Context: an optimization exercise on an open-source flow, tuned for small area. The choices shown serve that exercise and are no tape-out recipe. The RTL was checked by simulation tests, not by an equivalence proof against the original design. Power and IR drop assume default switching activity.

==> v26 <==
==> flow/design.v <==
module median_filter (
    input rst,
    input [7:0] image_input,
    input enable,
    input enable_process,
    input clk,
    output [7:0] image_output
);
    localparam Depth = 8;  
    localparam Width = 6;  
    localparam N = Depth*Width;
    reg [8*N-1:0] ring;
    reg [3:0] row;
    reg [2:0] col;
    wire [8*N-1:0] ring_next;
    wire rotate = enable_process & ~enable;  
    wire shift = enable | enable_process;
    ring_step #(.N(N)) step (.ring(ring), .image_input(image_input),
        .load(enable), .rotate(rotate), .shift(shift), .hold(~shift),
        .ring_next(ring_next));
    always @(posedge clk)
        ring <= ring_next;
    wire top    = ~row[3] & ~row[0];
    wire bottom = row[3] & ~row[2];
    wire left   = ~col[2] & ~col[0];
    wire right  = col[2] & ~col[1];
    always @(posedge clk, posedge rst) begin
        if (rst) begin
            row <= 4'b1000;
            col <= 3'b100;
        end else if (enable_process) begin
            row <= {row[2:0], ~row[3]};
            if (bottom)
                col <= {col[1:0], ~col[2]};
        end
    end
    wire [7:0] x [0:8];
    wire [8:0] valid;
    assign x[0] = ring[7:0];  assign valid[0] = 1'b1;               
    assign x[1] = ring[15:8];  assign valid[1] = ~top;               
    assign x[2] = ring[383:376]; assign valid[2] = ~bottom;            
    assign x[3] = ring[71:64];  assign valid[3] = ~left;              
    assign x[4] = ring[327:320]; assign valid[4] = ~right;             
    assign x[5] = ring[79:72];  assign valid[5] = ~(top | left);      
    assign x[6] = ring[63:56];  assign valid[6] = ~(bottom | left);   
    assign x[7] = ring[335:328]; assign valid[7] = ~(top | right);     
    assign x[8] = ring[319:312]; assign valid[8] = ~(bottom | right);  
    function maj9(input [8:0] v);
        reg lo0, lo1, lo2, me0, me1, me2, hi0, hi1, hi2;
        begin
            lo0 = v[0] & v[1] & v[2]; me0 = (v[0] & v[1]) | (v[0] & v[2]) | (v[1] & v[2]); hi0 = v[0] | v[1] | v[2];
            lo1 = v[3] & v[4] & v[5]; me1 = (v[3] & v[4]) | (v[3] & v[5]) | (v[4] & v[5]); hi1 = v[3] | v[4] | v[5];
            lo2 = v[6] & v[7] & v[8]; me2 = (v[6] & v[7]) | (v[6] & v[8]) | (v[7] & v[8]); hi2 = v[6] | v[7] | v[8];
            lo0 = lo0 | lo1 | lo2;
            me0 = (me0 & me1) | (me0 & me2) | (me1 & me2);
            hi0 = hi0 & hi1 & hi2;
            maj9 = (lo0 & me0) | (lo0 & hi0) | (me0 & hi0);
        end
    endfunction
    reg [8:0] e, lo, hi;
    reg [7:0] m;
    integer b;
    always @* begin
        lo = ~valid;
        hi = 9'd0;
        for (b = 7; b >= 0; b = b - 1) begin
            e = hi | (~lo & {x[8][b], x[7][b], x[6][b], x[5][b], x[4][b],
                             x[3][b], x[2][b], x[1][b], x[0][b]});
            m[b] = maj9(e);
            hi = hi | (e & {9{~m[b]}});
            lo = lo | (~e & {9{m[b]}});
        end
    end
    assign image_output = m;
endmodule
module ring_step #(parameter N = 48) (
    input [8*N-1:0] ring,
    input [7:0] image_input,
    input load,
    input rotate,
    input shift,
    input hold,
    output [8*N-1:0] ring_next
);
    assign ring_next[7:0] = ({8{load}} & image_input) | ({8{rotate}} & ring[8*N-1 -: 8]) |
                            ({8{hold}} & ring[7:0]);
    assign ring_next[8*N-1:8] = ({8*N-8{shift}} & ring[8*N-9:0]) | ({8*N-8{hold}} & ring[8*N-1:8]);
endmodule
==> flow/flow/run.sh <==
#!/bin/bash
# Layout flow: the standard flow (standard.sh) with
#  - synthesis mapped by an area-oriented ABC script (flow/my_synth.tcl,
#    flow/area.abc); registers are the standard synthesis's,
#  - clock tree synthesis without dummy loads, with small clock buffers,
#  - the smallest buffer for the port buffers,
# Each tool writes its full log under orfs/logs/; make's output goes to run.log.
set -euo pipefail
W=$PWD
export MY_ABC_SCRIPT=$W/flow/area.abc
export FLOW_SYNTH_TCL=$W/synth_recipe.tcl
CTS="-sink_clustering_enable -repair_clock_nets -dont_use_dummy_load -buf_list {sky130_fd_sc_hd__clkbuf_4 sky130_fd_sc_hd__clkbuf_8} -sink_clustering_size 12 -sink_clustering_max_diameter 40"
bash standard.sh SYNTH_SCRIPT=$W/flow/my_synth.tcl "CTS_ARGS=$CTS" \
  "BUFFER_PORTS_ARGS=-buffer_cell sky130_fd_sc_hd__buf_1" \
  finish > run.log 2>&1
==> flow/flow/area.abc <==
strash
&get -n
&deepsyn -I 4 -J 20 -S 1
&st
&dch
&nf -R 1000 -C 32 -F 8
&put
topo
==> flow/flow/my_synth.tcl <==
# The standard synthesis (synth_recipe.tcl, sourced unchanged below) with
# one change: the final technology mapping (the abc command of ORFS's
# synth.tcl) uses the area-oriented ABC script MY_ABC_SCRIPT in place of
# ORFS's, without ABC's buffering and up-sizing. Registers are mapped before
# this step (dfflibmap), so they are the standard synthesis's.
proc abc {args} {
  set i [lsearch -exact $args -script]
  if {$i >= 0} { lset args [expr {$i + 1}] $::env(MY_ABC_SCRIPT) }
  puts "abc with $::env(MY_ABC_SCRIPT): $args"
  yosys abc {*}$args
}
source $::env(FLOW_SYNTH_TCL)
==> flow/standard.sh <==
#!/bin/bash
# synth_recipe.tcl (not shown) runs the flow's synth.tcl, then flattens the netlist and writes it again
# the make line also repeats each setting of config.mk as NAME=value (left out here)
make -C /OpenROAD-flow-scripts/flow DESIGN_CONFIG=/design/flow/config.mk WORK_HOME=/design/flow/orfs CLKGATE_MAP_FILE= SYNTH_SCRIPT=/design/flow/synth_recipe.tcl "${@:-finish}"
==> flow/config.mk <==
export PLATFORM = sky130hd
export DESIGN_NAME = median_filter
export DESIGN_NICKNAME = median_filter
export VERILOG_FILES = /design/flow/design.v
export SDC_FILE = /design/flow/constraint.sdc
export NUM_CORES = 8
export LEC_CHECK = 0
export ABC_AREA = 1
export CAP_MARGIN = 0
export CORE_MARGIN = 2
export CORE_UTILIZATION = 70
export PLACE_DENSITY = 0.8
export SLEW_MARGIN = 0
export SYNTH_HIERARCHICAL = 1
==> flow/constraint.sdc <==
create_clock -name core_clock -period 50.0 [get_ports {clk}]
set_input_delay 10.0000 -clock core_clock [delete_from_list [all_inputs] [get_ports {clk}]]
set_output_delay 10.0000 -clock core_clock [all_outputs]
set_load 0.01 [all_outputs]
==> v6: changes against v26 <==
--- a/flow/flow/run.sh
+++ b/flow/flow/run.sh
@@ -10,5 +10,5 @@
 export MY_ABC_SCRIPT=$W/flow/area.abc
 export FLOW_SYNTH_TCL=$W/synth_recipe.tcl
-CTS="-sink_clustering_enable -repair_clock_nets -dont_use_dummy_load -buf_list {sky130_fd_sc_hd__clkbuf_4 sky130_fd_sc_hd__clkbuf_8} -sink_clustering_size 12 -sink_clustering_max_diameter 40"
+CTS="-sink_clustering_enable -repair_clock_nets -dont_use_dummy_load -buf_list sky130_fd_sc_hd__clkbuf_4 -sink_clustering_size 12 -sink_clustering_max_diameter 35"
 bash standard.sh SYNTH_SCRIPT=$W/flow/my_synth.tcl "CTS_ARGS=$CTS" \
   "BUFFER_PORTS_ARGS=-buffer_cell sky130_fd_sc_hd__buf_1" \
==> flow/flow/area.abc (replaced) <==
strash
&get -n
&deepsyn -I 4 -J 20 -S 1
&st
&dch
&nf -R 1000
&put
topo
CAP_MARGIN = 20   (was 0)
CORE_UTILIZATION = 75   (was 70)
PLACE_DENSITY = 0.85   (was 0.8)
SLEW_MARGIN = 20   (was 0)
==> v28: changes against v26 <==
--- a/flow/design.v
+++ b/flow/design.v
@@ -11,28 +11,22 @@
     localparam N = Depth*Width;
     reg [8*N-1:0] ring;
-    reg [3:0] row;
-    reg [2:0] col;
+    reg [5:0] k;
     wire [8*N-1:0] ring_next;
-    wire rotate = enable_process & ~enable;  
+    wire [7:0] first = enable ? image_input : ring[8*N-1 -: 8];
     wire shift = enable | enable_process;
-    ring_step #(.N(N)) step (.ring(ring), .image_input(image_input),
-        .load(enable), .rotate(rotate), .shift(shift), .hold(~shift),
-        .ring_next(ring_next));
+    ring_step #(.N(N)) step (.ring(ring), .first(first), .shift(shift),
+        .hold(~shift), .ring_next(ring_next));
     always @(posedge clk)
         ring <= ring_next;
-    wire top    = ~row[3] & ~row[0];
-    wire bottom = row[3] & ~row[2];
-    wire left   = ~col[2] & ~col[0];
-    wire right  = col[2] & ~col[1];
     always @(posedge clk, posedge rst) begin
-        if (rst) begin
-            row <= 4'b1000;
-            col <= 3'b100;
-        end else if (enable_process) begin
-            row <= {row[2:0], ~row[3]};
-            if (bottom)
-                col <= {col[1:0], ~col[2]};
-        end
+        if (rst)
+            k <= 6'b111111;
+        else if (enable_process)
+            k <= k + 6'd1;
     end
+    wire top    = (k[2:0] == 3'd0);
+    wire bottom = (k[2:0] == 3'd7);
+    wire left   = (k[5:3] == 3'd0);
+    wire right  = (k[5:3] == 3'd5);
     wire [7:0] x [0:8];
     wire [8:0] valid;
@@ -58,16 +52,15 @@
         end
     endfunction
-    reg [8:0] e, lo, hi;
+    reg [8:0] e, free;
     reg [7:0] m;
-    integer b;
+    integer b, i;
     always @* begin
-        lo = ~valid;
-        hi = 9'd0;
+        free = valid;
+        e = 9'd0;
         for (b = 7; b >= 0; b = b - 1) begin
-            e = hi | (~lo & {x[8][b], x[7][b], x[6][b], x[5][b], x[4][b],
-                             x[3][b], x[2][b], x[1][b], x[0][b]});
+            for (i = 0; i < 9; i = i + 1)
+                if (free[i]) e[i] = x[i][b];
             m[b] = maj9(e);
-            hi = hi | (e & {9{~m[b]}});
-            lo = lo | (~e & {9{m[b]}});
+            free = free & ~(e ^ {9{m[b]}});
         end
     end
@@ -76,13 +69,9 @@
 module ring_step #(parameter N = 48) (
     input [8*N-1:0] ring,
-    input [7:0] image_input,
-    input load,
-    input rotate,
+    input [7:0] first,
     input shift,
     input hold,
     output [8*N-1:0] ring_next
 );
-    assign ring_next[7:0] = ({8{load}} & image_input) | ({8{rotate}} & ring[8*N-1 -: 8]) |
-                            ({8{hold}} & ring[7:0]);
-    assign ring_next[8*N-1:8] = ({8*N-8{shift}} & ring[8*N-9:0]) | ({8*N-8{hold}} & ring[8*N-1:8]);
+    assign ring_next = ({8*N{shift}} & {ring[8*N-9:0], first}) | ({8*N{hold}} & ring);
 endmodule
==> flow/flow/run.sh (replaced) <==
#!/bin/bash
# Layout flow: the standard flow (standard.sh) with
#  - synthesis mapped by an area-oriented ABC script (flow/my_synth.tcl),
#  - clock tree synthesis without dummy loads, with small clock buffers,
#  - the smallest buffer for the port buffers.
# Each tool writes its full log under orfs/logs/; make's output goes to run.log.
set -euo pipefail
W=$PWD
export MY_ABC_SCRIPT=$W/flow/area.abc
export FLOW_SYNTH_TCL=$W/synth_recipe.tcl
CTS="-sink_clustering_enable -repair_clock_nets -dont_use_dummy_load -buf_list sky130_fd_sc_hd__clkbuf_8 -sink_clustering_size 20 -sink_clustering_max_diameter 50"
bash standard.sh SYNTH_SCRIPT=$W/flow/my_synth.tcl "CTS_ARGS=$CTS" \
  "BUFFER_PORTS_ARGS=-buffer_cell sky130_fd_sc_hd__buf_1" finish > run.log 2>&1
==> flow/flow/area.abc (replaced) <==
strash
&get -n
&deepsyn -I 4 -J 20 -S 1
&st
&dch
&nf -R 1000
&put
topo
CAP_MARGIN = 20   (was 0)
CORE_UTILIZATION = 60   (was 70)
PLACE_DENSITY = 0.7   (was 0.8)
SLEW_MARGIN = 20   (was 0)
==> results.py <==
metrics = {
    "layout": {
        "fin_area_um2": 14400,
        "drive_above_1_share_pct": 4.07,
        "instances_no_fill": 1461,
        "mostFrequentLayoutCells": "384 x dfxtp_1, 377 x a22o_1, 58 x a21oi_1",
        "seq_cells": 391,
        "multi_input_area_share_pct": 37.5,
    },
    "critical_path": {
        "slowest_delay_ns": 0.95,
        "worst-r2r-setup-slack_ns": 48.33,
        "critPathBufInv": 7,
    },
    "yosys": {
        "avgSynthCellArea_um2": 11.5,
        "synth_xor_area_share_pct": 0,
    },
    "drt": {
        "vias": 9485,
    },
    "power": {
        "p_sw_share_pct": 32.1,
        "p_comb_share_pct": 26.6,
        "vdd_ir_drop_max_v": 0.0000387,
        "p_leak_nw": 5.74,
    },
    "die": {
        "taps": 234,
        "coreArea_um2": 18700,
    },
    "global_route": {
        "grt_pass1_wl_mm": 41.7,
    },
    "worst_hold_path": {
        "worstHoldEndpoint": "ring[60]",
    },
    "outcome": {
        "status": "timing/DRC/antenna clean",
    },
}
[end of results for v26]
==> results.py <==
metrics = {
    "layout": {
        "mostFrequentLayoutCells": "386 x a22o_1, 384 x dfxtp_1, 63 x nand2_1",
        "seq_cells": 390,
        "multi_input_area_share_pct": 39.2,
        "instances_no_fill": 1539,
    },
    "die": {
        "taps": 285,
    },
    "outcome": {
        "status": "timing/DRC/antenna clean",
    },
    "yosys": {
        "avgSynthCellArea_um2": 11.4,
        "synth_xor_area_share_pct": 1.48,
    },
    "worst_hold_path": {
        "worstHoldEndpoint": "ring[103]",
    },
    "critical_path": {
        "slowest_delay_ns": 0.83,
        "worst-r2r-setup-slack_ns": 48.66,
        "critPathBufInv": 4,
    },
    "power": {
        "p_leak_nw": 5.82,
        "vdd_ir_drop_max_v": 0.0000350,
        "p_sw_share_pct": 29.7,
        "p_comb_share_pct": 23.0,
    },
    "drt": {
        "vias": 9353,
    },
    "global_route": {
        "grt_pass1_wl_mm": 40.8,
    },
}
[end of results for v28]
==> results.py <==
metrics = {
    "outcome": {
        "status": "timing/DRC/antenna clean",
    },
    "power": {
        "p_leak_nw": 5.71,
        "vdd_ir_drop_max_v": 0.0000415,
        "p_sw_share_pct": 33.8,
        "p_comb_share_pct": 28.7,
    },
    "layout": {
        "instances_no_fill": 1484,
        "mostFrequentLayoutCells": "384 x dfxtp_1, 379 x a22o_1, 115 x nand2_1",
        "fin_area_um2": 14200,
        "multi_input_area_share_pct": 38.6,
        "drive_above_1_share_pct": 4.45,
    },
    "drt": {
        "vias": 10000,
    },
    "yosys": {
        "synth_xor_area_share_pct": 0,
        "avgSynthCellArea_um2": 11.3,
    },
    "critical_path": {
        "slowest_delay_ns": 0.77,
        "critPathBufInv": 9,
    },
    "die": {
        "die_h_um": 138,
    },
    "worst_hold_path": {
        "worstHoldEndpoint": "ring[350]",
    },
    "global_route": {
        "grt_pass1_wl_mm": 46.1,
    },
}
[end of results for v6]

==> what the ideal ports hide <==
The results above use ideal ports. As a check the final layouts listed here were re-extracted and re-timed, cells and wires unchanged.
Step 1 assumes that a clkbuf_16 drives the clock port and a buf_2 every other input.
Step 2 times the ports against the registers' clock, not the clock port: input delays grow and output delays shrink by t, the midpoint of the rising clock arrivals with the driver on.
Slacks: ideal ports / drivers / drivers and shift; pairs: ideal ports / drivers.
run | t, ns | setup WS [ns] | worst setup path after step 2 | latest minus earliest clock arrival (ns) | worst slew at a driven data input, ns
v26 | 0.560 | 23.964 / 23.919 / 24.479 | register to output | 0.094 / 0.093 | 0.03
v6 | 0.677 | 24.726 / 24.682 / 25.359 | register to output | 0.083 / 0.083 | 0.04
v28 | 0.605 | 23.465 / 23.421 / 24.026 | register to output | 0.091 / 0.091 | 0.03
After both steps setup and hold are still met in every run listed.
